What follows belongs to an exercise in optimizing a design on an open flow for small area; a production flow would make more cautious choices. At most, simulation tests tie the RTL to the original design; equivalence was not proved. For run 6, only the layout was checked, not whether the RTL still works. The clock cells of runs 1 and 3 to 7 come from the design's own scripts or RTL, not from TritonCTS. No driver is modelled on the clock port, so clock power and skew are understated where the tree is cut down; a real chip needs a root buffer or a tree. Power and IR drop assume default switching activity.

File: flow/run.sh
#!/bin/bash
# Own layout flow: ORFS through standard.sh, with
#  - synthesis mapped for area (synth.tcl: the smallest of several ABC scripts,
#    *.abc, and no adder extraction); registers come from the same passes as the
#    standard synthesis;
#  - port buffers of the smallest buffer cell;
#  - a flat clock tree (cts.tcl: MY_CLK_NBUF buffers driven by the clock port)
#    in place of ORFS's CTS.
set -euo pipefail
W=$(pwd)
F=$W/flow
export MY_ABC_SCRIPTS="$(ls $F/*.abc | tr '\n' ' ')"
export MY_CLK_PORT=clk
export MY_CLK_BUF=${MY_CLK_BUF:-sky130_fd_sc_hd__buf_12}
export MY_CLK_NBUF=${MY_CLK_NBUF:-2}
bash standard.sh SYNTH_SCRIPT=$F/synth.tcl synth > $W/synth.log 2>&1
bash standard.sh SYNTH_SCRIPT=$F/synth.tcl \
  "BUFFER_PORTS_ARGS=-buffer_cell sky130_fd_sc_hd__buf_1" \
  PRE_CTS_TCL=$F/cts.tcl \
  finish > $W/layout.log 2>&1
File: flow/cts.tcl
# PRE_CTS hook: a flat clock tree. The clock port drives MY_CLK_NBUF clock
# buffers (MY_CLK_BUF); the registers, sorted by x, are split evenly between
# them, and each buffer sits at the centre of its registers. CTS itself is then
# skipped; the rest of ORFS's CTS step (placement legalisation, timing repair)
# runs as usual.
set block [ord::get_db_block]
set clk_net [$block findNet $::env(MY_CLK_PORT)]
set master [[ord::get_db] findMaster $::env(MY_CLK_BUF)]
set nbuf $::env(MY_CLK_NBUF)
set sinks {}
foreach it [$clk_net getITerms] {
  set loc [[$it getInst] getLocation]
  lappend sinks [list [lindex $loc 0] [lindex $loc 1] $it]
}
set sinks [lsort -integer -index 0 $sinks]
set n [llength $sinks]
for {set k 0} {$k < $nbuf} {incr k} {
  set buf [odb::dbInst_create $block $master clkbuf_flat_$k]
  set leaf [odb::dbNet_create $block clknet_flat_$k]
  $leaf setSigType CLOCK
  set lo [expr {$k * $n / $nbuf}]
  set hi [expr {($k + 1) * $n / $nbuf}]
  set sx 0; set sy 0
  foreach s [lrange $sinks $lo [expr {$hi - 1}]] {
    lassign $s x y it
    set sx [expr {$sx + $x}]; set sy [expr {$sy + $y}]
    $it disconnect
    $it connect $leaf
  }
  [$buf findITerm A] connect $clk_net
  [$buf findITerm X] connect $leaf
  $buf setLocation [expr {$sx / ($hi - $lo)}] [expr {$sy / ($hi - $lo)}]
  $buf setPlacementStatus PLACED
  puts "flat clock tree: buffer $k drives [expr {$hi - $lo}] sinks"
}
rename clock_tree_synthesis ""
proc clock_tree_synthesis {args} { puts "clock_tree_synthesis skipped" }
set_propagated_clock [all_clocks]
File: flow/d1.abc
strash
&get -n
&deepsyn -T 10 -S 17
&put
dch -f
amap
File: flow/d2.abc
strash
&get -n
&deepsyn -T 10 -S 34
&put
dch -f
amap
File: flow/d3.abc
strash
&get -n
&deepsyn -T 10 -S 51
&put
dch -f
amap
File: flow/d4.abc
strash
&get -n
&deepsyn -T 10 -S 68
&put
dch -f
amap
File: flow/s1.abc
strash
dch -f
map -a
strash
dch -f
amap
File: flow/s4.abc
strash
&get -n
&deepsyn -T 3
&put
dch -f
amap
File: flow/synth.tcl
proc synth {args} { yosys synth -nofsm -noshare {*}$args }
# Technology mapping for area: ORFS's single ABC call is replaced by several
# ABC scripts for area, and the smallest mapping is kept.
proc abc {args} {
  set lib ""
  set i [lsearch -exact $args -liberty]
  if { $i >= 0 } { set lib [lindex $args [expr {$i + 1}]] }
  foreach opt {-script -constr -D} {
    set i [lsearch -exact $args $opt]
    if { $i >= 0 } { set args [lreplace $args $i [expr {$i + 1}]] }
  }
  yosys design -save my_pre_abc
  set best ""
  set best_area 1e18
  foreach script $::env(MY_ABC_SCRIPTS) {
    yosys design -load my_pre_abc
    yosys abc -script $script {*}$args
    set report [tee -q -s result.string stat -liberty $lib]
    if { [regexp {Chip area for module [^:]*: ([0-9.]+)} $report -> area] } {
      puts "ABC script $script: area $area"
      if { $area < $best_area } {
        set best_area $area
        set best $script
        yosys design -save my_best_abc
      }
    }
  }
  puts "ABC script kept: $best (area $best_area)"
  yosys design -load my_best_abc
}
# No full-adder extraction: ABC maps that logic smaller.
set ::env(ADDER_MAP_FILE) ""
source $::env(SCRIPTS_DIR)/synth.tcl
# left out here: clear keep_hierarchy, flatten, clean up, hide names made inside functions, write 1_2_yosys.v
File: standard.sh
#!/bin/bash
# synth_recipe.tcl (not shown) runs the flow's synth.tcl, then flattens the netlist and writes it again
# the make line also repeats each setting of config.mk as NAME=value (left out here)
make -C /OpenROAD-flow-scripts/flow DESIGN_CONFIG=/design/flow/config.mk WORK_HOME=/design/flow/orfs CLKGATE_MAP_FILE= SYNTH_SCRIPT=/design/flow/synth_recipe.tcl "${@:-finish}"
File: config.mk
export PLATFORM = sky130hd
export DESIGN_NAME = pro_v_2_0
export DESIGN_NICKNAME = pro_v_2_0
export VERILOG_FILES = /design/flow/design.v
export SDC_FILE = /design/flow/constraint.sdc
export NUM_CORES = 4
export LEC_CHECK = 0
export CAP_MARGIN = 0
export CELL_PAD_IN_SITES_DETAIL_PLACEMENT = 0
export CELL_PAD_IN_SITES_GLOBAL_PLACEMENT = 0
export CORE_MARGIN = 2
export CORE_UTILIZATION = 75
export SLEW_MARGIN = 0
File: constraint.sdc
create_clock -name core_clock -period 10.0 [get_ports {clk}]
set_input_delay 2.0000 -clock core_clock [delete_from_list [all_inputs] [get_ports {clk}]]
set_output_delay 2.0000 -clock core_clock [all_outputs]
set_load 0.01 [all_outputs]
File: design.v
`timescale 1ns / 1ps
module pro_v_2_0(a,clk,rst,colomn,r,l,u,d);
input clk;
input rst;
input l,r,u,d;
output [6:0] a;
output [4:0] colomn;
reg [4:0] i;
reg [2:0] lr;
reg [6:0] q;
reg [1:0] motion, sd;
reg [2:0] mx, my;
reg [1:0] d0, d1, d2;
reg [2:0] fx, fy;
reg [5:0] fi;
function [2:0] mvx;
	input [2:0] x;
	input [1:0] dd;
	input neg;
	begin
		if (!dd[1]) mvx = x;
		else if (dd[0] ^ neg) mvx = {x[1], x[0], x[2] ^ x[1]};
		else mvx = {x[0] ^ x[2], x[2], x[1]};
	end
endfunction
function [2:0] mvy;
	input [2:0] y;
	input [1:0] dd;
	input neg;
	begin
		if (dd[1]) mvy = y;
		else if (dd[0] ^ neg) mvy = {y[1], y[0], ~(y[2] | y[1])};
		else mvy = {~(y[1] | y[0]), y[2], y[1]};
	end
endfunction
localparam [203:0] TABLE = 204'b101110101011010000100001001100110000010100110011001100100110111000101100111110101100111000010011001011010000001000111001011001011011100001011000110110111001100110110100011001010110110011100110011100011000;
wire [5:0] tab = (fi < 6'd34) ? TABLE[fi * 6 +: 6] : 6'd0;
wire first = fy[2] & fy[0];
wire refresh = (i[4] & i[3] & ~i[2] & ~i[1] & i[0]);
wire apply = refresh & (
	(lr == 3'b110) & (~q[5] & ~q[4] & ~q[3] & ~q[2] & ~q[0]) |
	(lr == 3'b000) & (~q[5] & ~q[4] & ~q[3] & ~q[2] & ~q[1]) |
	(lr == 3'b011) & (~q[6] & ~q[4] & q[3] & ~q[2] & q[1] & ~q[0]));
wire hold = lr[0] ? lr[1] : (lr[1] ? (~i[0] | ~i[2]) : (i[0] | ~i[1] | ~i[4]));
wire [2:0] hx = mvx(mx, d0, 1'b0);
wire [2:0] hy = mvy(my, d0, 1'b0);
wire [2:0] tx = mvx(mx, d1, 1'b1);
wire [2:0] ty = mvy(my, d1, 1'b1);
wire [2:0] px = mvx(tx, d2, 1'b1);
wire [2:0] py = mvy(ty, d2, 1'b1);
wire eat = first | ({hx, hy} == {fx, fy});
always @(posedge clk) begin
	if (rst | refresh)
		i <= 5'b00101;
	else
		i <= {i[3:0], ~^{i[4], i[1]}};
	if (rst) begin
		lr <= 3'b111;
		q <= 7'b0101010;
		motion <= 2'b10;
		mx <= 3'b111;
		my <= 3'b011;
		d0 <= 2'b11;
		d1 <= 2'b11;
		d2 <= 2'b11;
		fy <= 3'b101;
		fi <= 6'd0;
	end else begin
		if (refresh) begin
			lr <= {lr[1], lr[0], ~(lr[2] | lr[1])};
			if (lr == 3'b001)
				q <= (q[6] & q[4] & q[2] & q[1] & q[0]) ? 7'b0101010 : {q[5:0], ~^{q[6], q[0]}};
		end
		if (l) motion <= 2'b10;
		else if (r) motion <= 2'b11;
		else if (u) motion <= 2'b00;
		else if (d) motion <= 2'b01;
		if (apply) begin
			mx <= hx;
			my <= hy;
			d0 <= sd;
			d1 <= d0;
			d2 <= d1;
			if (eat) fy <= tab[2:0];
			fi <= (fi == 6'd33) ? 6'd0 : fi + 6'd1;
		end
	end
end
always @(posedge clk) begin
	if (!hold)
		sd <= motion;
	if (apply & eat)
		fx <= tab[5:3];
end
wire [2:0] lre = lr | {3{first}};
wire mt = (ty == lre), mp = (py == lre), mm = (my == lre), mf = (fy == lre);
assign a = {
		(tx == 3'b010) & mt | (px == 3'b010) & mp | (mx == 3'b010) & mm | (fx == 3'b010) & mf,
		(tx == 3'b001) & mt | (px == 3'b001) & mp | (mx == 3'b001) & mm | (fx == 3'b001) & mf,
		(tx == 3'b100) & mt | (px == 3'b100) & mp | (mx == 3'b100) & mm | (fx == 3'b100) & mf,
		(tx == 3'b110) & mt | (px == 3'b110) & mp | (mx == 3'b110) & mm | (fx == 3'b110) & mf,
		(tx == 3'b111) & mt | (px == 3'b111) & mp | (mx == 3'b111) & mm | (fx == 3'b111) & mf,
		(tx == 3'b011) & mt | (px == 3'b011) & mp | (mx == 3'b011) & mm | (fx == 3'b011) & mf,
		(tx == 3'b101) & mt | (px == 3'b101) & mp | (mx == 3'b101) & mm | (fx == 3'b101) & mf
	};
assign colomn = {lr != 3'b011, lr != 3'b001, lr != 3'b000, lr != 3'b100, lr != 3'b110};
endmodule
==> out/results.txt, run 1 <==
Outcome -> complete, no violations
Pre-CTS setup slack -> 4.99 ns
N_diodes -> 0
Mapped Cells -> 348
Actual slew at the worst max-slew pin -> 0.785 ns
Synth Cell Area -> 2510 sq um
Die footprint -> 3830 sq um
Max incr delay on CP -> 0.44 ns
Max cap viols -> 0
Area share of the largest cell type after synthesis -> 30.2%
Worst Setup SP -> mx[2]
Type of origin of the critical path -> flip-flop
Post-route cell area -> 2680 sq um
Synth area leaders -> dfxtp_1 (30%), nor2_1 (10%), clkinv_1 (8.5%), o22ai_1 (7.2%), edfxtp_1 (6.0%)
Final min period -> 5.24 ns
CP Depth -> 13
Initial DRC Count -> 259
Io pins -> 18
Initial antenna violation count -> 0
Clock-pin slew on the worst setup and hold paths -> 0.08 ns
Post-CTS setup repair buffer count -> 0
Vias per cell -> 6.43
Chip height -> 61.9 microns
Setup Skew -> 0.00589 ns
Hold_buf cts -> 0
Worst EP required -> 8.00 ns
Reg2reg path depth -> 9
DP Area -> 2640 sq um
Seq. cell area -> 911 sq um
Slowest CP cell -> o32ai_1
Arrival time at the worst endpoint -> 3.24 ns
CP endpoint -> a[6]
Gr usage total -> 31.0%
Worst hold start -> motion[1]
Finished Core Util -> 81.5%
Fmax -> 191 MHz
Yosys cell types -> 37
Post-route ant nets -> 0
GRT overflow -> 0
Post-synthesis sequential area ratio -> 36.2%
Core area -> 3280 sq um
Syn_area_per_cell -> 7.23 sq um
Largest net degree at the start of global routing -> 23
Final WL -> 5.91 mm
WL per Instance -> 14.3 microns
Final setup margin -> 4.76 ns
I/O Buffers -> 17
Clk latency of the worst-skew pair -> 0.12 ns
R2r startpoint -> d0[1]
Area growth syn-to-layout -> 6.42%
Yosys warns -> 1
Multi-input logic area -> 1390 sq um
Number of fill cells in the layout -> 238
Buf+Inv Stages, Crit Path -> 4
Via Count -> 2654
Nets -> 375
Final setup violation count -> 0
#FFs+latches synth -> 43
Crit path kind -> reg2out
Hold depth -> 0
Max-slew violation count -> 0
Endpoint class of the critical path -> primary output
PostCTS Resize Cnt -> 0
Synth area leader -> dfxtp_1
Detailed Routing Iterations Pass 1 -> 5
Vias in the first global route -> 2235
CP Cell Sequence -> clkinv_1, o22ai_1, nor2_1, o32ai_1, clkinv_1, nor2_1, nor2_1, a221o_1, o21ai_0, clkinv_1, or2_0, o221ai_1, buf_1
DP Wirelength -> 4.53 mm
First-pass GRT wire length -> 9.31 mm
Die span in x -> 61.9 microns
Gp weighted congestion -> 0.929
Worst flop-to-flop path endpoint -> fy[0]
Worst vdd ir -> 0.000205 V
FP Rows -> 21
Starting density of the core -> 76.6%
CP delay by family, top -> compound AO/OA/AOI/OAI gates
Leakage -> 0.000858 uW
Pwr dens -> 96.5 nW/um^2
Syn nets -> 354
Share of post-route cells with drive strength above 1 -> 0.545%
DR DRC count -> 0
RSZ-0062 raised after global routing -> no
Hold Path Class -> reg2reg
CP Max Fanout -> 8
FF-to-FF setup slack -> 6.95 ns
Fin crit share -> 52.4%
Setup TNS Final -> 0 ns
Endpoints failing hold -> 0
Rel. slew slack -> 47.1%
[registers in the layout (all words and copies together), names as in the netlist]
| register | flops |
|---|---|
| fi | 6 |
| d0 | 2 |
| d1 | 2 |
| fy | 3 |
| q | 7 |
| sd | 2 |
| mx | 3 |
| i | 5 |
| motion | 2 |
| my | 3 |
| lr | 3 |
| fx | 3 |
| d2 | 2 |
[routing by layer]
layer,global-route usage [%],up-vias,part of all wire (%)
met5,0,-,0
met4,9.12,0,2.0
met3,1.86,14,4.9
met2,58.2,111,50
met1,38.1,1186,43
li1,-,1343,-
[cell usage after synthesis, drive strengths merged]
library cell,n
nor3,9
a221oi,1
nand2,22
a2111o,1
nand3,5
o22a,15
edfxtp,5
o21a,1
o41ai,1
o22ai,29
nor3b,1
nand2b,1
a31oi,4
or2,5
and3,1
a2111oi,2
o21ai,21
o221ai,5
and2,2
a311oi,1
o31ai,1
o311ai,2
nand4,1
nor4,2
or4,2
a222oi,4
dfxtp,38
a21o,1
or3,2
a221o,1
a32oi,2
o32ai,5
nor2,69
a211oi,5
a22oi,7
a21oi,17
clkinv,57
[through the flow]
| stage | hold slack, ns | cells | total power, uW |
|---|---|---|---|
| after detailed placement | 0.416 | 411 | 188 |
| after global placement | 0.418 | 411 | 188 |
| final | 0.433 | 413 | 258 |
| after global routing | 0.452 | 413 | 264 |
| after floorplan | 0.400 | 348 | 185 |
| after CTS | 0.435 | 413 | 259 |
[cell type report]
class                           count  share of cell area [%]
Inverter                           57                    7.99
Sequential cell                    43                    34.0
Multi-Input combinational cell    248                    51.9
Tap cell                           46                    2.15
Buffer                              2                    1.50
Timing Repair Buffer               17                    2.38
[worst min path at each step]
stage                  to
floorplan           sd[1]
global placement    sd[1]
detailed placement  sd[1]
CTS                 sd[1]
global route        sd[1]
finish              sd[1]
[cell families after synthesis]
family | count (synthesis) | synth area share (%)
AOI/OAI and AO/OA | 126 | 34.5
buffers and inverters | 57 | 8.51
DFF | 43 | 36.2
and+or+nand+nor | 122 | 20.7
[layout by cell type, fill, tap and decap left out, types with 7 or more instances in the layout]
master,instances
nor2_1,69
clkinv_1,57
dfxtp_1,38
o22ai_1,29
nand2_1,22
o21ai_0,21
a21oi_1,17
buf_1,17
o22a_1,15
nor3_1,9
a22oi_1,7
[report_power, final]
| group | internal, uW | switching, uW |
|---|---|---|
| clock network | 32.5 | 40.8 |
| logic | 2.25 | 5.03 |
| registers | 176 | 1.35 |
==> run 2: changes to the inputs <==
--- a/flow/run.sh
+++ b/flow/run.sh
@@ -12,6 +12,7 @@
 export MY_ABC_SCRIPTS="$(ls $F/*.abc | tr '\n' ' ')"
 export MY_CLK_PORT=clk
-export MY_CLK_BUF=${MY_CLK_BUF:-sky130_fd_sc_hd__buf_12}
-export MY_CLK_NBUF=${MY_CLK_NBUF:-2}
+export MY_CLK_PRE=${MY_CLK_PRE-sky130_fd_sc_hd__clkinv_2}
+export MY_CLK_BUF=${MY_CLK_BUF:-sky130_fd_sc_hd__clkinv_16}
+export MY_CLK_NBUF=${MY_CLK_NBUF:-1}
 bash standard.sh SYNTH_SCRIPT=$F/synth.tcl synth > $W/synth.log 2>&1
 bash standard.sh SYNTH_SCRIPT=$F/synth.tcl \
--- a/flow/cts.tcl
+++ b/flow/cts.tcl
@@ -1,7 +1,15 @@
 # PRE_CTS hook: a flat clock tree. The clock port drives MY_CLK_NBUF clock
 # buffers (MY_CLK_BUF); the registers, sorted by x, are split evenly between
-# them, and each buffer sits at the centre of its registers. CTS itself is then
+# them, and each buffer sits at the centre of its registers. With MY_CLK_PRE
+# set, the clock port drives one cell of that type, which drives the buffers
+# (an inverter pair when both are inverters). CTS itself is then
 # skipped; the rest of ORFS's CTS step (placement legalisation, timing repair)
 # runs as usual.
+proc out_iterm {inst} {
+  foreach it [$inst getITerms] {
+    if { [$it isOutputSignal] } { return $it }
+  }
+  error "no output on [$inst getName]"
+}
 set block [ord::get_db_block]
 set clk_net [$block findNet $::env(MY_CLK_PORT)]
@@ -14,4 +22,10 @@
 }
 set sinks [lsort -integer -index 0 $sinks]
+set root_net $clk_net
+if { [info exists ::env(MY_CLK_PRE)] && $::env(MY_CLK_PRE) ne "" } {
+  set pre [odb::dbInst_create $block [[ord::get_db] findMaster $::env(MY_CLK_PRE)] clkbuf_flat_pre]
+  set root_net [odb::dbNet_create $block clknet_flat_pre]
+  $root_net setSigType CLOCK
+}
 set n [llength $sinks]
 for {set k 0} {$k < $nbuf} {incr k} {
@@ -28,10 +42,18 @@
     $it connect $leaf
   }
-  [$buf findITerm A] connect $clk_net
-  [$buf findITerm X] connect $leaf
+  [$buf findITerm A] connect $root_net
+  [out_iterm $buf] connect $leaf
   $buf setLocation [expr {$sx / ($hi - $lo)}] [expr {$sy / ($hi - $lo)}]
   $buf setPlacementStatus PLACED
   puts "flat clock tree: buffer $k drives [expr {$hi - $lo}] sinks"
 }
+if { $root_net ne $clk_net } {
+  [$pre findITerm A] connect $clk_net
+  [out_iterm $pre] connect $root_net
+  set b0 [$block findInst clkbuf_flat_0]
+  set loc [$b0 getLocation]
+  $pre setLocation [lindex $loc 0] [lindex $loc 1]
+  $pre setPlacementStatus PLACED
+}
 rename clock_tree_synthesis ""
 proc clock_tree_synthesis {args} { puts "clock_tree_synthesis skipped" }
==> out/results.txt, run 2 <==
Post-synthesis sequential area ratio -> 36.2% (unchanged)
Gp weighted congestion -> 0.929 (unchanged)
Io pins -> 18 (unchanged)
Post-synth EDFFs -> 5 (unchanged)
Outcome -> aborted with a tool error (was complete, no violations)
Syn nets -> 354 (unchanged)
Mapped Cells -> 348 (unchanged)
Syn_area_per_cell -> 7.23 sq um (unchanged)
Starting density of the core -> 76.6% (unchanged)
FP Rows -> 21 (unchanged)
Top_reg_cell synth -> dfxtp_1 (unchanged)
Die span in x -> 61.9 microns (unchanged)
Yosys cell types -> 37 (unchanged)
Commonest cells post-synth -> nor2_1 (69), clkinv_1 (57), dfxtp_1 (38) (unchanged)
Synth area leaders -> dfxtp_1 (30%), nor2_1 (10%), clkinv_1 (8.5%), o22ai_1 (7.2%), edfxtp_1 (6.0%) (unchanged)
Area share of the largest cell type after synthesis -> 30.2% (unchanged)
Synth Cell Area -> 2510 sq um (unchanged)
Pre-CTS setup slack -> 4.99 ns (unchanged)
Fail Step -> clock tree synthesis (4_1_cts)
#FFs+latches synth -> 43 (unchanged)
Yosys warns -> 1 (unchanged)
I/O Buffers -> 17 (unchanged)
DP Wirelength -> 4.53 mm (unchanged)
Chip height -> 61.9 microns (unchanged)
Error msg -> [ERROR DPL-0038] Utilization greater than 100%, impossible to legalize
Synth area leader -> dfxtp_1 (unchanged)
Post-synth ARST share -> 0% (unchanged)
Most numerous cell in the Yosys netlist -> nor2_1 (unchanged)
-- run 2: cell counts after synthesis --
No cell type changed its count.
-- run 2: worst min path at each step --
stage / from / endpoint / slack (ns) / depth (start not counted)
after floorplan: motion[1] / sd[1] / 0.40 / 0
after global placement: motion[1] / sd[1] / 0.42 / 0
after detailed placement: motion[1] / sd[1] / 0.42 / 0
-- run 2: cells by family after synthesis --
| kind of cell | share of synthesized area, % |
|---|---|
| and+or+nand+nor | 20.7 |
| buffers and inverters | 8.51 |
| DFF | 36.2 |
| AOI/OAI and AO/OA | 34.5 |
-- run 2: power by group through the flow --
stage | clock network, uW | registers (uW) | logic [uW]
2_1_floorplan | 0 | 181 | 4.48
3_5_place_dp | 0 | 181 | 7.12
3_3_place_gp | 0 | 181 | 6.80
-- run 2: stage by stage --
step	cells	area [sq um]	hold slack, ns	utilization (%)	total power (uW)
after detailed placement	411	2640	0.416	80.3	188
after global placement	411	2640	0.418	80.3	188
after floorplan	348	2510	0.400	-	185
==> run 3: changes to the inputs <==
--- a/flow/cts.tcl
+++ b/flow/cts.tcl
@@ -56,4 +56,7 @@
   $pre setPlacementStatus PLACED
 }
+# ORFS would clone clock inverters next to each register.
+rename repair_clock_inverters ""
+proc repair_clock_inverters {args} { puts "repair_clock_inverters skipped" }
 rename clock_tree_synthesis ""
 proc clock_tree_synthesis {args} { puts "clock_tree_synthesis skipped" }
==> out/results.txt, run 3 <==
Outcome -> complete, no violations (was aborted with a tool error)
Largest regs -> q x7, fi x6, i x5
Final WL -> 5.86 mm
Synth area leader -> dfxtp_1 (unchanged)
Clk latency of the worst-skew pair -> 0.26 ns
Die span in x -> 61.9 microns (unchanged)
Simple-gate share of the synthesized area -> 20.7% (unchanged)
Most numerous cell in the Yosys netlist -> nor2_1 (unchanged)
Commonest cells post-synth -> nor2_1 (69), clkinv_1 (57), dfxtp_1 (38) (unchanged)
Detailed Routing Iterations Pass 1 -> 5
Via Count -> 2649
#FFs+latches synth -> 43 (unchanged)
RSZ-0062 raised after global routing -> no
Post-synthesis sequential area ratio -> 36.2% (unchanged)
Endpoints failing hold -> 0
DR DRC count -> 0
Clock-pin slew on the worst setup and hold paths -> 0.10 ns
Vias in the first global route -> 2224
Crit path kind -> reg2out
Worst EP required -> 8.00 ns
N_diodes -> 0
Compound-Gate Fraction of Synth Area -> 34.5% (unchanged)
Setup TNS Final -> 0 ns
Yosys warns -> 1 (unchanged)
Area share of the largest cell type after synthesis -> 30.2% (unchanged)
Rel. slew slack -> 47.2%
Share of post-route cells with drive strength above 1 -> 0.545%
Most flops, register -> q
Yosys cell types -> 37 (unchanged)
Comb pwr share -> 2.9%
Synth Cell Area -> 2510 sq um (unchanged)
Max-slew violation count -> 0
Type of origin of the critical path -> flip-flop
Initial DRC Count -> 237
I/O Buffers -> 17 (unchanged)
Final min period -> 5.39 ns
Syn_area_per_cell -> 7.23 sq um (unchanged)
Reg2reg path depth -> 9
Final setup violation count -> 0
Adder-Cell Fraction of Synth Area -> 0% (unchanged)
PostCTS Resize Cnt -> 0
GRT overflow -> 0
Top_reg_cell synth -> dfxtp_1 (unchanged)
Starting density of the core -> 76.6% (unchanged)
Post-synth ARST share -> 0% (unchanged)
Gp weighted congestion -> 0.929 (unchanged)
FP Rows -> 21 (unchanged)
Die footprint -> 3830 sq um
Switching Power -> 59.5 uW
Setup Skew -> 0.00318 ns
Io pins -> 18 (unchanged)
Endpoint class of the critical path -> primary output
Most frequent cells in the layout -> nor2_1 (69), clkinv_1 (57), dfxtp_1 (38), o22ai_1 (29), nand2_1 (22)
Commonest non-fill, non-tap cell in the layout -> nor2_1
Chip height -> 61.9 microns (unchanged)
Mapped Cells -> 348 (unchanged)
Max cap viols -> 0
Actual slew at the worst max-slew pin -> 0.784 ns
First-pass GRT wire length -> 9.25 mm
Largest net degree at the start of global routing -> 44
Initial antenna violation count -> 0
Hold Path Class -> reg2reg
Hold depth -> 0
Nets -> 375
Post-CTS setup repair buffer count -> 0
Gr usage total -> 30.8%
Synth area leaders -> dfxtp_1 (30%), nor2_1 (10%), clkinv_1 (8.5%), o22ai_1 (7.2%), edfxtp_1 (6.0%) (unchanged)
Pwr dens -> 92.3 nW/um^2
Post-route ant nets -> 0
Clock Power Share -> 25.2%
Core area -> 3280 sq um
Syn nets -> 354 (unchanged)
Area growth syn-to-layout -> 6.22%
Vias per cell -> 6.41
Post-synth EDFFs -> 5 (unchanged)
WL per Instance -> 14.2 microns
Arrival time at the worst endpoint -> 3.39 ns
Fin crit share -> 53.9%
Switch share -> 24.1%
Largest family of logic cells by synthesized area -> compound AO/OA/AOI/OAI gates (unchanged)
CP Max Fanout -> 8
DP Wirelength -> 4.53 mm (unchanged)
Pre-CTS setup slack -> 4.99 ns (unchanged)
Mux share of post-synthesis cell area -> 0% (unchanged)
Sequential power share -> 71.9%
Worst vdd ir -> 0.000136 V
Final setup margin -> 4.61 ns
Internal Power -> 187 uW
Leakage -> 0.000855 uW
Xor/xnor share of the synthesized area -> 0% (unchanged)
Fmax -> 186 MHz
Hold_buf cts -> 0
Number of flip-flops in the largest register -> 7
[run 3: cell counts after synthesis]
Identical to the previous run, type by type.
[run 3: final cells by class]
| class | count | area, sq um |
|---|---|---|
| multi-input cells | 248 | 1390 |
| flip-flops and latches | 43 | 911 |
| fillers | 238 | 613 |
| inverters | 59 | 249 |
| repair buffers | 17 | 63.8 |
| well taps | 46 | 57.6 |
[run 3: kinds of logic after synthesis]
kind of cell | count (synthesis)
compound gates | 126
buf+inv | 57
simple gates | 122
flops | 43
[run 3: metal layers]
layer	vias up	global-route usage, %	part of all wire (%)
li1	1344	-	-
met1	1190	38.2	44
met2	100	58.6	51
met3	15	1.45	4.2
met4	0	6.69	1.2
met5	-	0	0
[run 3: power by group through the flow]
| stage | clock [uW] | sequential [uW] | combinational, uW |
|---|---|---|---|
| finish | 62.1 | 177 | 7.24 |
| global route | 69.3 | 178 | 8.31 |
| detailed placement | 0 | 181 | 7.12 |
| CTS | 63.5 | 177 | 7.20 |
| floorplan | 0 | 181 | 4.48 |
| global placement | 0 | 181 | 6.80 |
[run 3: through the flow]
step,hold slack (ns),instance area (sq um),power [uW],utilization [%],instances
finish,0.440,2670,247,81.3,413
global route,0.457,2670,255,81.3,413
CTS,0.440,2670,248,81.3,413
detailed placement,0.416,2640,188,80.3,411
global placement,0.418,2640,188,80.3,411
floorplan,0.400,2510,185,-,348
[run 3: worst max-delay path: stages, from the launching register on]
cell and delay (ns):
dfxtp_1 0.43, clkinv_1 0.23, o22ai_1 0.27, nor2_1 0.06, o32ai_1 0.44, clkinv_1 0.24, nor2_1 0.24, nor2_1 0.07
a221o_1 0.31, o21ai_0 0.14, clkinv_1 0.13, or2_0 0.26, o21ai_0 0.16, buf_1 0.17
[run 3: final timing paths]
path              from    end  slack [ns]
max              mx[2]   a[1]        4.61
min          motion[1]  sd[1]        0.44
max reg2reg      d0[1]  fy[0]        6.98
min reg2reg  motion[1]  sd[1]        0.44
==> run 4: changes to the inputs <==
--- a/flow/run.sh
+++ b/flow/run.sh
@@ -13,5 +13,5 @@
 export MY_CLK_PORT=clk
 export MY_CLK_PRE=${MY_CLK_PRE-sky130_fd_sc_hd__clkinv_2}
-export MY_CLK_BUF=${MY_CLK_BUF:-sky130_fd_sc_hd__clkinv_16}
+export MY_CLK_BUF=${MY_CLK_BUF:-sky130_fd_sc_hd__inv_16}
 export MY_CLK_NBUF=${MY_CLK_NBUF:-1}
 bash standard.sh SYNTH_SCRIPT=$F/synth.tcl synth > $W/synth.log 2>&1
==> out/results.txt, run 4 <==
Post-CTS setup repair buffer count -> 0 (unchanged)
N_diodes -> 0 (unchanged)
Internal Power -> 186 uW (was 187 uW)
Actual slew at the worst max-slew pin -> 0.789 ns (was 0.784 ns)
Final setup violation count -> 0 (unchanged)
Gp weighted congestion -> 0.929 (unchanged)
Most flops, register -> q (unchanged)
Most numerous cell in the Yosys netlist -> nor2_1 (unchanged)
First-pass GRT wire length -> 9.27 mm (was 9.25 mm)
GRT overflow -> 0 (unchanged)
Worst flop-to-flop path endpoint -> fy[0] (unchanged)
Switching Power -> 58.0 uW (was 59.5 uW)
CP Max Fanout -> 8 (unchanged)
Worst vdd ir -> 0.000159 V (was 0.000136 V)
Die span in x -> 61.9 microns (unchanged)
Hold WS -> 0.448 ns (was 0.440 ns)
Initial antenna violation count -> 0 (unchanged)
Core area -> 3280 sq um (unchanged)
Largest net degree at the start of global routing -> 44 (unchanged)
Post-route cell area -> 2660 sq um (was 2670 sq um)
Sequential power share -> 72.5% (was 71.9%)
Outcome -> complete, no violations (unchanged)
Clock Power Share -> 24.5% (was 25.2%)
DR DRC count -> 0 (unchanged)
Vias in the first global route -> 2215 (was 2224)
Comb pwr share -> 3.0% (was 2.9%)
Commonest non-fill, non-tap cell in the layout -> nor2_1 (unchanged)
DP Wirelength -> 4.53 mm (unchanged)
Most frequent cells in the layout -> nor2_1 (69), clkinv_1 (57), dfxtp_1 (38), o22ai_1 (29), nand2_1 (22) (unchanged)
Nets -> 375 (unchanged)
Hold depth -> 0 (unchanged)
Fmax -> 186 MHz (about the same)
Slowest CP cell -> dfxtp_1 (was o32ai_1)
Reg2reg path depth -> 9 (unchanged)
Initial DRC Count -> 219 (was 237)
Fin crit share -> 53.9% (about the same)
Syn nets -> 354 (unchanged)
Worst Setup SP -> mx[2] (unchanged)
Final WL -> 5.89 mm (was 5.86 mm)
Area growth syn-to-layout -> 5.82% (was 6.22%)
R2r startpoint -> d0[1] (unchanged)
Synth area leader -> dfxtp_1 (unchanged)
Mapped Cells -> 348 (unchanged)
Io pins -> 18 (unchanged)
Max-slew violation count -> 0 (unchanged)
Post-synthesis sequential area ratio -> 36.2% (unchanged)
Type of origin of the critical path -> flip-flop (unchanged)
Clk latency of the worst-skew pair -> 0.26 ns (about the same)
Via Count -> 2640 (was 2649)
Worst hold start -> motion[1] (unchanged)
Leakage -> 0.000853 uW (was 0.000855 uW)
Starting density of the core -> 76.6% (unchanged)
Crit path kind -> reg2out (unchanged)
Die footprint -> 3830 sq um (unchanged)
Largest regs -> q x7, fi x6, i x5 (unchanged)
Yosys cell types -> 37 (unchanged)
Detailed Routing Iterations Pass 1 -> 6 (was 5)
Hold_buf cts -> 0 (unchanged)
Syn_area_per_cell -> 7.23 sq um (unchanged)
Max incr delay on CP -> 0.44 ns (about the same)
Share of post-route cells with drive strength above 1 -> 0.545% (unchanged)
DP Area -> 2640 sq um (unchanged)
Synth area leaders -> dfxtp_1 (30%), nor2_1 (10%), clkinv_1 (8.5%), o22ai_1 (7.2%), edfxtp_1 (6.0%) (unchanged)
Gr usage total -> 30.8% (unchanged)
FF-to-FF setup slack -> 7.00 ns (was 6.98 ns)
Arrival time at the worst endpoint -> 3.39 ns (about the same)
RSZ-0062 raised after global routing -> no (unchanged)
Finished Core Util -> 81.0% (was 81.3%)
Area share of the largest cell type after synthesis -> 30.2% (unchanged)
Synth Cell Area -> 2510 sq um (unchanged)
Rel. slew slack -> 46.8% (was 47.2%)
Commonest cells post-synth -> nor2_1 (69), clkinv_1 (57), dfxtp_1 (38) (unchanged)
Final min period -> 5.39 ns (about the same)
Yosys warns -> 1 (unchanged)
I/O Buffers -> 17 (unchanged)
Endpoints failing hold -> 0 (unchanged)
Setup Skew -> 0.00886 ns (was 0.00318 ns)
Post-synth ARST share -> 0% (unchanged)
Final Power -> 244 uW (was 247 uW)
FP Rows -> 21 (unchanged)
Switch share -> 23.7% (was 24.1%)
Post-route ant nets -> 0 (unchanged)
Worst EP required -> 8.00 ns (about the same)
Top_reg_cell synth -> dfxtp_1 (unchanged)
Number of flip-flops in the largest register -> 7 (unchanged)
Chip height -> 61.9 microns (unchanged)
PostCTS Resize Cnt -> 0 (unchanged)
CP Cell Sequence -> clkinv_1, o22ai_1, nor2_1, o32ai_1, clkinv_1, nor2_1, nor2_1, a221o_1, o21ai_0, clkinv_1, or2_0, o21ai_0, buf_1 (unchanged)
Setup TNS Final -> 0 ns (unchanged)
WL per Instance -> 14.3 microns (was 14.2 microns)
Hold Path Class -> reg2reg (unchanged)
Pwr dens -> 91.8 nW/um^2 (was 92.3 nW/um^2)
Endpoint class of the critical path -> primary output (unchanged)
Clock-pin slew on the worst setup and hold paths -> 0.12 ns (was 0.10 ns)
Post-synth EDFFs -> 5 (unchanged)
#FFs+latches synth -> 43 (unchanged)
Max cap viols -> 0 (unchanged)
Hold EP -> sd[1] (unchanged)
Vias per cell -> 6.39 (was 6.41)
[run 4: cell counts after synthesis]
Identical to the previous run, type by type.
[run 4: critical path: cells and delay by family, from the launching register on]
| kind | cells | cell delay [ns] |
|---|---|---|
| buffers and inverters | 4 | 0.76 |
| and+or+nand+nor | 4 | 0.61 |
| DFF | 1 | 0.44 |
| AOI/OAI and AO/OA | 5 | 1.31 |
[run 4: cell type report]
| type | instances | area [sq um] |
|---|---|---|
| fillers | 243 | 623 |
| inverters | 59 | 239 |
| multi-input cells | 248 | 1390 |
| well taps | 46 | 57.6 |
| repair buffers | 17 | 63.8 |
| flip-flops and latches | 43 | 911 |
[run 4: routing by layer]
layer / routed length [microns] / up-vias / GRT usage (%)
met1: 2640 / 1206 / 38.3
met5: 0 / - / 0
met4: 103 / 0 / 8.51
met2: 2970 / 79 / 57.3
li1: - / 1341 / -
met3: 184 / 14 / 1.86
[run 4: cell families after synthesis]
logic type	after synthesis	synth area share, %
flip-flops	43	36.2
AND/OR/NAND/NOR	122	20.7
AO/OA/AOI/OAI	126	34.5
buffers and inverters	57	8.51
[run 4: per-stage QoR]
| stage | setup WS [ns] | std cells |
|---|---|---|
| finish | 4.61 | 413 |
| global route | 4.27 | 413 |
| CTS | 4.66 | 413 |
| detailed placement | 4.99 | 411 |
| global placement | 5.11 | 411 |
| floorplan | 5.32 | 348 |
[run 4: worst max path at each step]
stage          endpoint  slack (ns)  cells past startpoint
2_1_floorplan      a[1]        5.32                     12
5_1_grt            a[1]        4.27                     13
3_3_place_gp       a[6]        5.11                     13
4_1_cts            a[6]        4.66                     13
3_5_place_dp       a[1]        4.99                     13
6_report           a[1]        4.61                     13
[run 4: power groups by stage]
stage | registers, uW | clock network, uW | logic (uW)
2_1_floorplan | 181 | 0 | 4.48
3_3_place_gp | 181 | 0 | 6.80
3_5_place_dp | 181 | 0 | 7.12
4_1_cts | 177 | 60.6 | 7.25
5_1_grt | 178 | 66.0 | 8.33
6_report | 177 | 59.8 | 7.33
==> run 5: changes to the inputs <==
--- a/flow/run.sh
+++ b/flow/run.sh
@@ -13,5 +13,5 @@
 export MY_CLK_PORT=clk
 export MY_CLK_PRE=${MY_CLK_PRE-sky130_fd_sc_hd__clkinv_2}
-export MY_CLK_BUF=${MY_CLK_BUF:-sky130_fd_sc_hd__inv_16}
+export MY_CLK_BUF=${MY_CLK_BUF:-sky130_fd_sc_hd__clkinv_16}
 export MY_CLK_NBUF=${MY_CLK_NBUF:-1}
 bash standard.sh SYNTH_SCRIPT=$F/synth.tcl synth > $W/synth.log 2>&1
==> flow/e1.abc (new file) <==
strash
&get -n
&deepsyn -T 15 -S 11
&put
dch -f
amap
==> flow/e2.abc (new file) <==
strash
&get -n
&deepsyn -T 15 -S 22
&put
dch -f
amap
==> flow/e3.abc (new file) <==
strash
&get -n
&deepsyn -T 15 -S 33
&put
dch -f
amap
==> flow/e4.abc (new file) <==
strash
&get -n
&deepsyn -T 15 -S 44
&put
dch -f
amap
==> flow/e5.abc (new file) <==
strash
&get -n
&deepsyn -T 15 -S 55
&put
dch -f
amap
==> flow/e6.abc (new file) <==
strash
&get -n
&deepsyn -T 15 -S 66
&put
dch -f
amap
==> flow/e7.abc (new file) <==
strash
&get -n
&deepsyn -T 15 -S 77
&put
dch -f
amap
==> flow/e8.abc (new file) <==
strash
&get -n
&deepsyn -T 15 -S 88
&put
dch -f
amap
==> out/results.txt, run 5 <==
Most flops, register -> q (unchanged)
Post-synth EDFFs -> 5 (unchanged)
Slowest CP cell -> o32ai_1 (was dfxtp_1)
Met2 Usage GRT -> 58.6% (was 57.3%)
Reg2reg path depth -> 9 (unchanged)
Area share of the largest cell type after synthesis -> 30.2% (unchanged)
Finished Core Util -> 81.3% (was 81.0%)
Share of post-route cells with drive strength above 1 -> 0.545% (unchanged)
Via Count -> 2649 (was 2640)
Type of origin of the critical path -> flip-flop (unchanged)
Switching Power -> 59.5 uW (was 58.0 uW)
Mapped Cells -> 348 (unchanged)
Chip height -> 61.9 microns (unchanged)
Final min period -> 5.39 ns (about the same)
Die footprint -> 3830 sq um (unchanged)
Met3 Use GR -> 1.45% (was 1.86%)
Xor/xnor share of the synthesized area -> 0% (unchanged)
Area growth syn-to-layout -> 6.22% (was 5.82%)
#FFs+latches synth -> 43 (unchanged)
Post-CTS setup repair buffer count -> 0 (unchanged)
Commonest non-fill, non-tap cell in the layout -> nor2_1 (unchanged)
Leakage -> 0.000855 uW (was 0.000853 uW)
Initial antenna violation count -> 0 (unchanged)
Synth area leader -> dfxtp_1 (unchanged)
Actual slew at the worst max-slew pin -> 0.784 ns (was 0.789 ns)
Max incr delay on CP -> 0.44 ns (about the same)
Hold Path Class -> reg2reg (unchanged)
Comb pwr share -> 2.9% (was 3.0%)
DR DRC count -> 0 (unchanged)
Setup TNS Final -> 0 ns (unchanged)
N_diodes -> 0 (unchanged)
Largest net degree at the start of global routing -> 44 (unchanged)
CP delay by family, top -> compound AO/OA/AOI/OAI gates (unchanged)
Synth area leaders -> dfxtp_1 (30%), nor2_1 (10%), clkinv_1 (8.5%), o22ai_1 (7.2%), edfxtp_1 (6.0%) (unchanged)
Sequential power share -> 71.9% (was 72.5%)
Yosys warns -> 1 (unchanged)
Hold_buf cts -> 0 (unchanged)
Worst hold start -> motion[1] (unchanged)
Nets -> 375 (unchanged)
Switch share -> 24.1% (was 23.7%)
Syn nets -> 354 (unchanged)
M1 GR Usage -> 38.2% (was 38.3%)
Final setup violation count -> 0 (unchanged)
FF-to-FF setup slack -> 6.98 ns (was 7.00 ns)
Fmax -> 186 MHz (about the same)
Clock Power Share -> 25.2% (was 24.5%)
Yosys cell types -> 37 (unchanged)
Post-route ant nets -> 0 (unchanged)
FP Rows -> 21 (unchanged)
Worst flop-to-flop path endpoint -> fy[0] (unchanged)
Largest family of logic cells by synthesized area -> compound AO/OA/AOI/OAI gates (unchanged)
Hold depth -> 0 (unchanged)
I/O Buffers -> 17 (unchanged)
CP Max Fanout -> 8 (unchanged)
Syn_area_per_cell -> 7.23 sq um (unchanged)
Endpoints failing hold -> 0 (unchanged)
Compound-Gate Fraction of Synth Area -> 34.5% (unchanged)
WL per Instance -> 14.2 microns (was 14.3 microns)
Fin crit share -> 53.9% (about the same)
Outcome -> complete, no violations (unchanged)
DP Wirelength -> 4.53 mm (unchanged)
Endpoint class of the critical path -> primary output (unchanged)
Buf+Inv Stages, Crit Path -> 4 (unchanged)
Adder-Cell Fraction of Synth Area -> 0% (unchanged)
Commonest cells post-synth -> nor2_1 (69), clkinv_1 (57), dfxtp_1 (38) (unchanged)
Starting density of the core -> 76.6% (unchanged)
Number of fill cells in the layout -> 238 (was 243)
Post-synth ARST share -> 0% (unchanged)
Setup Skew -> 0.00318 ns (was 0.00886 ns)
Die span in x -> 61.9 microns (unchanged)
Rel. slew slack -> 47.2% (was 46.8%)
Io pins -> 18 (unchanged)
PostCTS Resize Cnt -> 0 (unchanged)
Vias per cell -> 6.41 (was 6.39)
Largest regs -> q x7, fi x6, i x5 (unchanged)
Number of flip-flops in the largest register -> 7 (unchanged)
Gr busiest metal -> met2 (unchanged)
Simple-gate share of the synthesized area -> 20.7% (unchanged)
Arrival time at the worst endpoint -> 3.39 ns (about the same)
RSZ-0062 raised after global routing -> no (unchanged)
Initial DRC Count -> 237 (was 219)
Synth Cell Area -> 2510 sq um (unchanged)
CP Cell Sequence -> clkinv_1, o22ai_1, nor2_1, o32ai_1, clkinv_1, nor2_1, nor2_1, a221o_1, o21ai_0, clkinv_1, or2_0, o21ai_0, buf_1 (unchanged)
Max-slew violation count -> 0 (unchanged)
Core area -> 3280 sq um (unchanged)
Most frequent cells in the layout -> nor2_1 (69), clkinv_1 (57), dfxtp_1 (38), o22ai_1 (29), nand2_1 (22) (unchanged)
GRT overflow -> 0 (unchanged)
Worst EP required -> 8.00 ns (about the same)
Hold EP -> sd[1] (unchanged)
Clk latency of the worst-skew pair -> 0.26 ns (about the same)
R2r startpoint -> d0[1] (unchanged)
First-pass GRT wire length -> 9.25 mm (was 9.27 mm)
Mux share of post-synthesis cell area -> 0% (unchanged)
Max cap viols -> 0 (unchanged)
Vias in the first global route -> 2224 (was 2215)
Pwr dens -> 92.3 nW/um^2 (was 91.8 nW/um^2)
Gr usage total -> 30.8% (unchanged)
Crit path kind -> reg2out (unchanged)
Clock-pin slew on the worst setup and hold paths -> 0.10 ns (was 0.12 ns)
Final WL -> 5.86 mm (was 5.89 mm)
Most numerous cell in the Yosys netlist -> nor2_1 (unchanged)
Post-synthesis sequential area ratio -> 36.2% (unchanged)
Detailed Routing Iterations Pass 1 -> 5 (was 6)
Gp weighted congestion -> 0.929 (unchanged)
Internal Power -> 187 uW (was 186 uW)
Top_reg_cell synth -> dfxtp_1 (unchanged)
Worst vdd ir -> 0.000136 V (was 0.000159 V)
run 5: cell counts after synthesis:
Identical to the previous run, type by type.
run 5: how the worst max path moves through the flow:
stage | from | to | slack [ns] | cells past startpoint
final | mx[2] | a[1] | 4.61 | 13
after detailed placement | mx[2] | a[1] | 4.99 | 13
after global routing | mx[2] | a[1] | 4.29 | 13
after CTS | mx[2] | a[6] | 4.67 | 13
after global placement | mx[2] | a[6] | 5.11 | 13
after floorplan | mx[2] | a[1] | 5.32 | 12
run 5: layer usage:
| metal | routed length (microns) | vias to the layer above |
|---|---|---|
| met3 | 247 | 15 |
| met4 | 72 | 0 |
| met5 | 0 | - |
| met1 | 2570 | 1190 |
| li1 | - | 1344 |
| met2 | 2970 | 100 |
run 5: area by class of cell:
type	count	area, sq um	area share, %
Tap cell	46	57.6	2.15
Sequential cell	43	911	34.1
Timing Repair Buffer	17	63.8	2.39
Inverter	59	249	9.32
Multi-Input combinational cell	248	1390	52.0
run 5: logic make-up (layout without fill, tap and decap cells):
group                  count (synthesis)  count (layout)
AND/OR/NAND/NOR                      122             122
AO/OA/AOI/OAI                        126             126
buffers and inverters                 57              76
flip-flops                            43              43
run 5: power by group through the flow:
stage	clock network, uW	registers [uW]	logic (uW)
global route	69.3	178	8.31
floorplan	0	181	4.48
global placement	0	181	6.80
detailed placement	0	181	7.12
finish	62.1	177	7.24
CTS	63.5	177	7.20
run 5: worst reg2reg max path: cells and delay by family, from the launching register on:
| kind | cells | cell delay [ns] |
|---|---|---|
| flip-flops | 1 | 0.46 |
| buffers and inverters | 2 | 0.33 |
| AND/OR/NAND/NOR | 2 | 0.77 |
| AO/OA/AOI/OAI | 5 | 1.36 |
run 5: stage by stage:
step | instances | worst slack [ns] | power [uW] | hold WS, ns | instance area, sq um
2_1_floorplan | 348 | 5.32 | 185 | 0.400 | 2510
3_3_place_gp | 411 | 5.11 | 188 | 0.418 | 2640
3_5_place_dp | 411 | 4.99 | 188 | 0.416 | 2640
4_1_cts | 413 | 4.67 | 248 | 0.440 | 2670
5_1_grt | 413 | 4.29 | 255 | 0.457 | 2670
6_report | 413 | 4.61 | 247 | 0.440 | 2670
==> run 6: changes to the inputs <==
--- a/design.v
+++ b/design.v
@@ -34,6 +34,6 @@
 	end
 endfunction
-localparam [203:0] TABLE = 204'b101110101011010000100001001100110000010100110011001100100110111000101100111110101100111000010011001011010000001000111001011001011011100001011000110110111001100110110100011001010110110011100110011100011000;
-wire [5:0] tab = (fi < 6'd34) ? TABLE[fi * 6 +: 6] : 6'd0;
+localparam [383:0] TABLE = 384'b101110101011101110101011101110101011101110101011101110101011101110101011101110101011101110101011101110101011101110101011101110101011101110101011101110101011101110101011101110101011101110101011010000100001001100110000010100110011001100100110111000101100111110101100111000010011001011010000001000111001011001011011100001011000110110111001100110110100011001010110110011100110011100011000;
+wire [5:0] tab = TABLE[fi * 6 +: 6];
 wire first = fy[2] & fy[0];
 wire refresh = (i[4] & i[3] & ~i[2] & ~i[1] & i[0]);
@@ -69,5 +69,5 @@
 		if (refresh) begin
 			lr <= {lr[1], lr[0], ~(lr[2] | lr[1])};
-			if (lr == 3'b001)
+			if ((lr == 3'b001))
 				q <= (q[6] & q[4] & q[2] & q[1] & q[0]) ? 7'b0101010 : {q[5:0], ~^{q[6], q[0]}};
 		end
@@ -83,5 +83,5 @@
 			d2 <= d1;
 			if (eat) fy <= tab[2:0];
-			fi <= (fi == 6'd33) ? 6'd0 : fi + 6'd1;
+			fi <= (fi[5] & fi[0]) ? 6'd0 : fi + 6'd1;    
 		end
 	end
@@ -104,4 +104,4 @@
 		(tx == 3'b101) & mt | (px == 3'b101) & mp | (mx == 3'b101) & mm | (fx == 3'b101) & mf
 	};
-assign colomn = {lr != 3'b011, lr != 3'b001, lr != 3'b000, lr != 3'b100, lr != 3'b110};
+assign colomn = {~(lr == 3'b011), ~(lr == 3'b001), ~(lr == 3'b000), ~(lr == 3'b100), ~(lr == 3'b110)};
 endmodule
==> out/results.txt, run 6 <==
Outcome -> complete, no violations (unchanged)
Hold WS -> 0.439 ns (was 0.440 ns)
Endpoints failing hold -> 0 (unchanged)
Max cap viols -> 0 (unchanged)
Max-slew violation count -> 0 (unchanged)
Post-synth ARST share -> 0% (unchanged)
Type of origin of the critical path -> flip-flop (unchanged)
Worst vdd ir -> 0.000123 V (was 0.000136 V)
Post-synth EDFFs -> 5 (unchanged)
Syn_area_per_cell -> 7.21 sq um (was 7.23 sq um)
Starting density of the core -> 79.9% (was 76.6%)
Io pins -> 18 (unchanged)
Endpoint class of the critical path -> primary output (unchanged)
Clock-pin slew on the worst setup and hold paths -> 0.10 ns (about the same)
Top_reg_cell synth -> dfxtp_1 (unchanged)
Core area -> 3100 sq um (was 3280 sq um)
Synth area leaders -> dfxtp_1 (31%), nor2_1 (9.7%), clkinv_1 (8.0%), o22ai_1 (6.6%), edfxtp_1 (6.1%) (was dfxtp_1 (30%), nor2_1 (10%), clkinv_1 (8.5%), o22ai_1 (7.2%), edfxtp_1 (6.0%))
Detailed Routing Iterations Pass 1 -> 6 (was 5)
DR DRC count -> 0 (unchanged)
Setup Skew -> 0.00539 ns (was 0.00318 ns)
Arrival time at the worst endpoint -> 3.31 ns (was 3.39 ns)
Final min period -> 5.31 ns (was 5.39 ns)
Initial DRC Count -> 353 (was 237)
Fin crit share -> 53.1% (was 53.9%)
DP Wirelength -> 4.78 mm (was 4.53 mm)
Post-route ant nets -> 0 (unchanged)
Yosys warns -> 1 (unchanged)
Pwr dens -> 93.4 nW/um^2 (was 92.3 nW/um^2)
Nets -> 372 (was 375)
Die span in x -> 61.5 microns (was 61.9 microns)
Via Count -> 2774 (was 2649)
Final Power -> 247 uW (about the same)
Largest regs -> q x7, fi x6, i x5 (unchanged)
Commonest non-fill, non-tap cell in the layout -> nor2_1 (unchanged)
FP Rows -> 20 (was 21)
CP delay by family, top -> compound AO/OA/AOI/OAI gates (unchanged)
Most flops, register -> q (unchanged)
Hold_buf cts -> 0 (unchanged)
WL per Instance -> 15.5 microns (was 14.2 microns)
Post-synthesis sequential area ratio -> 36.7% (was 36.2%)
Most frequent cells in the layout -> nor2_1 (64), clkinv_1 (53), dfxtp_1 (38), nand2_1 (27), o22ai_1 (26) (was nor2_1 (69), clkinv_1 (57), dfxtp_1 (38), o22ai_1 (29), nand2_1 (22))
Number of flip-flops in the largest register -> 7 (unchanged)
CP Cell Sequence -> clkinv_1, o22ai_1, clkinv_1, nor2_1, a21oi_1, a2111oi_0, o21ai_0, o21ai_0, a22oi_1, o32ai_1, buf_1 (was clkinv_1, o22ai_1, nor2_1, o32ai_1, clkinv_1, nor2_1, nor2_1, a221o_1, o21ai_0, clkinv_1, or2_0, o21ai_0, buf_1)
Max incr delay on CP -> 0.72 ns (was 0.44 ns)
Most numerous cell in the Yosys netlist -> nor2_1 (unchanged)
Post-CTS setup repair buffer count -> 0 (unchanged)
Syn nets -> 350 (was 354)
I/O Buffers -> 17 (unchanged)
Vias per cell -> 6.80 (was 6.41)
Setup TNS Final -> 0 ns (unchanged)
Fmax -> 188 MHz (was 186 MHz)
Largest net degree at the start of global routing -> 44 (unchanged)
Initial antenna violation count -> 0 (unchanged)
Buf+Inv Stages, Crit Path -> 3 (was 4)
Chip height -> 61.5 microns (was 61.9 microns)
Gr usage total -> 32.3% (was 30.8%)
Crit path kind -> reg2out (unchanged)
#FFs+latches synth -> 43 (unchanged)
PostCTS Resize Cnt -> 0 (unchanged)
Leakage -> 0.000828 uW (was 0.000855 uW)
Finished Core Util -> 85.1% (was 81.3%)
Actual slew at the worst max-slew pin -> 0.827 ns (was 0.784 ns)
Commonest cells post-synth -> nor2_1 (64), clkinv_1 (53), dfxtp_1 (38) (was nor2_1 (69), clkinv_1 (57), dfxtp_1 (38))
GRT overflow -> 0 (unchanged)
Clk latency of the worst-skew pair -> 0.26 ns (about the same)
Slowest CP cell -> a2111oi_0 (was o32ai_1)
Synth area leader -> dfxtp_1 (unchanged)
Rel. slew slack -> 43.4% (was 47.2%)
CP Max Fanout -> 7 (was 8)
Final WL -> 6.31 mm (was 5.86 mm)
Yosys cell types -> 36 (was 37)
Synth Cell Area -> 2480 sq um (was 2510 sq um)
Mapped Cells -> 344 (was 348)
Final setup violation count -> 0 (unchanged)
Worst EP required -> 8.00 ns (about the same)
Die footprint -> 3780 sq um (was 3830 sq um)
Vias in the first global route -> 2275 (was 2224)
Gp weighted congestion -> 1.04 (was 0.929)
First-pass GRT wire length -> 9.51 mm (was 9.25 mm)
RSZ-0062 raised after global routing -> no (unchanged)
Area share of the largest cell type after synthesis -> 30.7% (was 30.2%)
Area growth syn-to-layout -> 6.51% (was 6.22%)
Share of post-route cells with drive strength above 1 -> 0.824% (was 0.545%)
Number of fill cells in the layout -> 187 (was 238)
Hold Path Class -> reg2reg (unchanged)
N_diodes -> 0 (unchanged)
==> run 6: cell types whose count changed after synthesis, moves of 3 or more <==
cell      delta
nor2_1       -5
o22ai_1      -3
a211oi_1     +3
nor3_1       +3
a22oi_1      -5
nand2_1      +5
clkinv_1     -4
nand3_1      +3
==> run 6: path summary, 6_finish.rpt <==
path                  start  endpoint  slack [ns]  cells past startpoint
setup / recovery      d1[1]      a[6]        4.69                     11
hold / removal    motion[1]     sd[1]        0.44                      0
setup reg to reg       i[0]     fi[5]        7.14                     12
hold reg to reg   motion[1]     sd[1]        0.44                      0
==> run 6: per-layer routing <==
metal / global-route usage (%) / wire length, microns / vias up
li1: - / - / 1318
met1: 40.5 / 2640 / 1248
met2: 58.8 / 3050 / 175
met3: 2.52 / 423 / 33
met4: 9.73 / 201 / 0
met5: 0 / 0 / -
==> run 6: logic make-up (layout without fill, tap and decap cells) <==
| logic type | after synthesis | in the layout | synth area share, % |
|---|---|---|---|
| DFF | 43 | 43 | 36.7 |
| AOI/OAI and AO/OA | 124 | 124 | 34.0 |
| and+or+nand+nor | 124 | 124 | 21.2 |
| buffers and inverters | 53 | 73 | 8.03 |
==> run 6: layout make-up <==
class | count | area (sq um) | share of cell area, %
inverters | 55 | 234 | 8.86
repair buffers | 18 | 71.3 | 2.70
flip-flops and latches | 43 | 911 | 34.5
multi-input cells | 248 | 1370 | 51.8
well taps | 44 | 55.1 | 2.09
==> run 6: report_power, final <==
part	total [uW]	internal, uW	leakage, uW	switching, uW
Sequential	177	176	0.000355	1.17
Clock	62.4	8.76	0.0000153	53.6
Combinational	6.95	2.17	0.000458	4.78
==> run 6: worst reg2reg max path: cells and delay by family (launching register included) <==
family / cells / cell delay [ns]
buffers and inverters: 3 / 0.45
AO/OA/AOI/OAI: 1 / 0.24
AND/OR/NAND/NOR: 8 / 1.78
flip-flops: 1 / 0.34
==> run 6: stage by stage <==
stage	setup slack, ns	cell area [sq um]	cells
global route	4.45	2640	408
global placement	5.28	2610	406
detailed placement	5.15	2610	406
CTS	4.85	2640	408
floorplan	5.59	2480	344
finish	4.69	2640	408
==> run 7: changes to the inputs <==
--- a/design.v
+++ b/design.v
@@ -39,7 +39,7 @@
 wire refresh = (i[4] & i[3] & ~i[2] & ~i[1] & i[0]);
 wire apply = refresh & (
-	(lr == 3'b110) & (~q[5] & ~q[4] & ~q[3] & ~q[2] & ~q[0]) |
-	(lr == 3'b000) & (~q[5] & ~q[4] & ~q[3] & ~q[2] & ~q[1]) |
-	(lr == 3'b011) & (~q[6] & ~q[4] & q[3] & ~q[2] & q[1] & ~q[0]));
+	(lr[1] & ~lr[0]) & (~q[5] & ~q[4] & ~q[3] & ~q[2] & ~q[0]) |
+	(~lr[2] & ~lr[0]) & (~q[5] & ~q[4] & ~q[3] & ~q[2] & ~q[1]) |
+	(~lr[2] & lr[1]) & (~q[6] & ~q[4] & q[3] & ~q[2] & q[1] & ~q[0]));
 wire hold = lr[0] ? lr[1] : (lr[1] ? (~i[0] | ~i[2]) : (i[0] | ~i[1] | ~i[4]));
 wire [2:0] hx = mvx(mx, d0, 1'b0);
@@ -69,5 +69,5 @@
 		if (refresh) begin
 			lr <= {lr[1], lr[0], ~(lr[2] | lr[1])};
-			if ((lr == 3'b001))
+			if ((~lr[1] & lr[0]))
 				q <= (q[6] & q[4] & q[2] & q[1] & q[0]) ? 7'b0101010 : {q[5:0], ~^{q[6], q[0]}};
 		end
@@ -96,12 +96,12 @@
 wire mt = (ty == lre), mp = (py == lre), mm = (my == lre), mf = (fy == lre);
 assign a = {
-		(tx == 3'b010) & mt | (px == 3'b010) & mp | (mx == 3'b010) & mm | (fx == 3'b010) & mf,
-		(tx == 3'b001) & mt | (px == 3'b001) & mp | (mx == 3'b001) & mm | (fx == 3'b001) & mf,
-		(tx == 3'b100) & mt | (px == 3'b100) & mp | (mx == 3'b100) & mm | (fx == 3'b100) & mf,
-		(tx == 3'b110) & mt | (px == 3'b110) & mp | (mx == 3'b110) & mm | (fx == 3'b110) & mf,
-		(tx == 3'b111) & mt | (px == 3'b111) & mp | (mx == 3'b111) & mm | (fx == 3'b111) & mf,
-		(tx == 3'b011) & mt | (px == 3'b011) & mp | (mx == 3'b011) & mm | (fx == 3'b011) & mf,
-		(tx == 3'b101) & mt | (px == 3'b101) & mp | (mx == 3'b101) & mm | (fx == 3'b101) & mf
+		(~tx[2] & ~tx[0]) & mt | (~px[2] & ~px[0]) & mp | (~mx[2] & ~mx[0]) & mm | (~fx[2] & ~fx[0]) & mf,
+		(~tx[2] & ~tx[1]) & mt | (~px[2] & ~px[1]) & mp | (~mx[2] & ~mx[1]) & mm | (~fx[2] & ~fx[1]) & mf,
+		(~tx[1] & ~tx[0]) & mt | (~px[1] & ~px[0]) & mp | (~mx[1] & ~mx[0]) & mm | (~fx[1] & ~fx[0]) & mf,
+		(tx[2] & tx[1] & ~tx[0]) & mt | (px[2] & px[1] & ~px[0]) & mp | (mx[2] & mx[1] & ~mx[0]) & mm | (fx[2] & fx[1] & ~fx[0]) & mf,
+		(tx[2] & tx[1] & tx[0]) & mt | (px[2] & px[1] & px[0]) & mp | (mx[2] & mx[1] & mx[0]) & mm | (fx[2] & fx[1] & fx[0]) & mf,
+		(~tx[2] & tx[1] & tx[0]) & mt | (~px[2] & px[1] & px[0]) & mp | (~mx[2] & mx[1] & mx[0]) & mm | (~fx[2] & fx[1] & fx[0]) & mf,
+		(tx[2] & ~tx[1] & tx[0]) & mt | (px[2] & ~px[1] & px[0]) & mp | (mx[2] & ~mx[1] & mx[0]) & mm | (fx[2] & ~fx[1] & fx[0]) & mf
 	};
-assign colomn = {~(lr == 3'b011), ~(lr == 3'b001), ~(lr == 3'b000), ~(lr == 3'b100), ~(lr == 3'b110)};
+assign colomn = {~(~lr[2] & lr[1]), ~(~lr[1] & lr[0]), ~(~lr[2] & ~lr[0]), ~(lr[2] & ~lr[1]), ~(lr[1] & ~lr[0])};
 endmodule
==> out/results.txt, run 7 <==
Area growth syn-to-layout -> 6.28% (was 6.51%)
Commonest non-fill, non-tap cell in the layout -> clkinv_1 (was nor2_1)
Final min period -> 5.38 ns (was 5.31 ns)
N_diodes -> 0 (unchanged)
Starting density of the core -> 79.7% (was 79.9%)
Post-route ant nets -> 0 (unchanged)
FF-to-FF setup slack -> 6.55 ns (was 7.14 ns)
Vias in the first global route -> 2435 (was 2275)
Synth area leaders -> dfxtp_1 (31%), clkinv_1 (8.4%), nor2_1 (7.7%), edfxtp_1 (6.1%), o22ai_1 (6.1%) (was dfxtp_1 (31%), nor2_1 (9.7%), clkinv_1 (8.0%), o22ai_1 (6.6%), edfxtp_1 (6.1%))
Finished Layout Cells -> 400 (was 408)
CP Cell Sequence -> clkinv_1, nor2_1, nor2_1, clkinv_1, nor2_1, a2111oi_0, a31oi_1, or2_0, nor3_1, a21oi_1, o31ai_1, buf_1 (was clkinv_1, o22ai_1, clkinv_1, nor2_1, a21oi_1, a2111oi_0, o21ai_0, o21ai_0, a22oi_1, o32ai_1, buf_1)
Area share of the largest cell type after synthesis -> 31.0% (was 30.7%)
Largest regs -> q x7, fi x6, i x5 (unchanged)
Outcome -> complete, no violations (unchanged)
Worst EP required -> 8.00 ns (about the same)
Post-synth ARST share -> 0% (unchanged)
Commonest cells post-synth -> clkinv_1 (55), nor2_1 (50), dfxtp_1 (38) (was nor2_1 (64), clkinv_1 (53), dfxtp_1 (38))
Worst hold start -> motion[0] (was motion[1])
Share of post-route cells with drive strength above 1 -> 0.562% (was 0.824%)
RSZ-0062 raised after global routing -> no (unchanged)
Mapped Cells -> 337 (was 344)
Number of fill cells in the layout -> 208 (was 187)
Worst flop-to-flop path endpoint -> fi[5] (unchanged)
CP Max Fanout -> 5 (was 7)
Io pins -> 18 (unchanged)
Largest net degree at the start of global routing -> 44 (unchanged)
Syn nets -> 343 (was 350)
Most numerous cell in the Yosys netlist -> clkinv_1 (was nor2_1)
R2r startpoint -> i[2] (was i[0])
Post-CTS setup repair buffer count -> 0 (unchanged)
Max incr delay on CP -> 0.74 ns (was 0.72 ns)
Hold_buf cts -> 0 (unchanged)
Max-slew violation count -> 0 (unchanged)
Worst vdd ir -> 0.000135 V (was 0.000123 V)
Chip height -> 61.2 microns (was 61.5 microns)
Nets -> 364 (was 372)
Finished Core Util -> 84.7% (was 85.1%)
Core area -> 3080 sq um (was 3100 sq um)
Clock-pin slew on the worst setup and hold paths -> 0.10 ns (about the same)
Vias per cell -> 6.73 (was 6.80)
DR DRC count -> 0 (unchanged)
Setup Skew -> 0.00312 ns (was 0.00539 ns)
Actual slew at the worst max-slew pin -> 0.819 ns (was 0.827 ns)
Rel. slew slack -> 44.0% (was 43.4%)
DP Area -> 2570 sq um (was 2610 sq um)
Setup TNS Final -> 0 ns (unchanged)
Final setup violation count -> 0 (unchanged)
Number of flip-flops in the largest register -> 7 (unchanged)
Post-synthesis sequential area ratio -> 37.1% (was 36.7%)
I/O Buffers -> 17 (unchanged)
Yosys cell types -> 33 (was 36)
First-pass GRT wire length -> 10.1 mm (was 9.51 mm)
Fmax -> 186 MHz (was 188 MHz)
WL per Instance -> 15.7 microns (was 15.5 microns)
DP Wirelength -> 4.73 mm (was 4.78 mm)
Post-synth EDFFs -> 5 (unchanged)
Post-route cell area -> 2610 sq um (was 2640 sq um)
Type of origin of the critical path -> flip-flop (unchanged)
Hold EP -> sd[0] (was sd[1])
Final WL -> 6.26 mm (was 6.31 mm)
Leakage -> 0.000824 uW (was 0.000828 uW)
Die footprint -> 3740 sq um (was 3780 sq um)
Endpoint class of the critical path -> primary output (unchanged)
Pwr dens -> 96.3 nW/um^2 (was 93.4 nW/um^2)
Max cap viols -> 0 (unchanged)
Most used cell, CP -> nor2_1
PostCTS Resize Cnt -> 0 (unchanged)
Most frequent cells in the layout -> clkinv_1 (55), nor2_1 (50), dfxtp_1 (38), a21oi_1 (25) (was nor2_1 (64), clkinv_1 (53), dfxtp_1 (38), nand2_1 (27), o22ai_1 (26))
Die span in x -> 61.2 microns (was 61.5 microns)
Slowest CP cell -> a2111oi_0 (unchanged)
CP delay by family, top -> compound AO/OA/AOI/OAI gates (unchanged)
Initial antenna violation count -> 0 (unchanged)
Initial DRC Count -> 265 (was 353)
#FFs+latches synth -> 43 (unchanged)
Most flops, register -> q (unchanged)
Fin crit share -> 53.8% (was 53.1%)
Crit path kind -> reg2out (unchanged)
GRT overflow -> 0 (unchanged)
Arrival time at the worst endpoint -> 3.38 ns (was 3.31 ns)
Synth area leader -> dfxtp_1 (unchanged)
Endpoints failing hold -> 0 (unchanged)
Yosys warns -> 1 (unchanged)
Syn_area_per_cell -> 7.28 sq um (was 7.21 sq um)
Multi-input logic area -> 1340 sq um (was 1370 sq um)
FP Rows -> 20 (unchanged)
Hold depth -> 0 (unchanged)
Hold WS -> 0.454 ns (was 0.439 ns)
Hold Path Class -> reg2reg (unchanged)
Via Count -> 2690 (was 2774)
Gp weighted congestion -> 0.920 (was 1.04)
Top_reg_cell synth -> dfxtp_1 (unchanged)
Gr usage total -> 34.4% (was 32.3%)
Buf+Inv Stages, Crit Path -> 3 (unchanged)
Synth Cell Area -> 2450 sq um (was 2480 sq um)
Clk latency of the worst-skew pair -> 0.27 ns (was 0.26 ns)
Detailed Routing Iterations Pass 1 -> 5 (was 6)
Cells after DPL -> 398 (was 406)
Seq. cell area -> 911 sq um (unchanged)
Reg2reg path depth -> 13 (was 12)
run 7: how the worst max path moves through the flow:
stage,from,endpoint,slack (ns),cells after the start
floorplan,my[1],a[1],5.56,10
global placement,d1[0],a[0],5.16,12
detailed placement,my[1],a[6],5.04,12
CTS,my[1],a[6],4.73,12
global route,my[1],a[2],4.11,11
finish,fy[2],a[6],4.62,12
run 7: kinds of logic (layout without fill, tap and decap cells):
| family | count (synthesis) | count (layout) | synth area share, % |
|---|---|---|---|
| AND/OR/NAND/NOR | 113 | 113 | 20.1 |
| AO/OA/AOI/OAI | 126 | 126 | 34.3 |
| buffers and inverters | 55 | 74 | 8.42 |
| flip-flops | 43 | 43 | 37.1 |
run 7: power breakdown:
group	internal, uW	switching (uW)
Combinational	2.09	5.33
Sequential	176	1.15
Clock	8.83	57.2
Total	187	63.7
run 7: cell type report:
type                       instances  area share, %
timing repair buffer              17           2.45
tap                               44           2.11
multi-input combinational        239           51.2
sequential                        43           34.9
inverter                          57           9.27
run 7: per-layer routing:
layer	routed length, microns	global-route usage [%]	share of wire (%)
met4	138	13.7	2.2
met2	3090	61.1	49
met3	378	3.99	6.0
met1	2650	42.3	42
met5	0	0	0
run 7: worst register-to-register path, stage by stage (launching register included):
cell and delay (ns):
dfxtp_1 0.32, clkinv_1 0.08, nand3_1 0.09, nor3_1 0.49
clkinv_1 0.30, nor4_1 0.53, clkinv_1 0.31, nor2_1 0.22
clkinv_1 0.14, nor2_1 0.27, nand2_1 0.16, nor3_1 0.31
nor2_1 0.08, nor2_1 0.10
run 7: metrics by stage:
step / total power (uW) / setup slack, ns
after floorplan: 185 / 5.56
after global placement: 188 / 5.16
after detailed placement: 188 / 5.04
after CTS: 250 / 4.73
after global routing: 257 / 4.11
final: 251 / 4.62

Check on run 7: ideal ports give 4.616 ns setup slack; a clkbuf_16 on the clock port and buf_2 on the inputs give 4.588 ns; moving port delays by the midpoint clock arrival (0.293 ns) as well gives 4.881 ns.
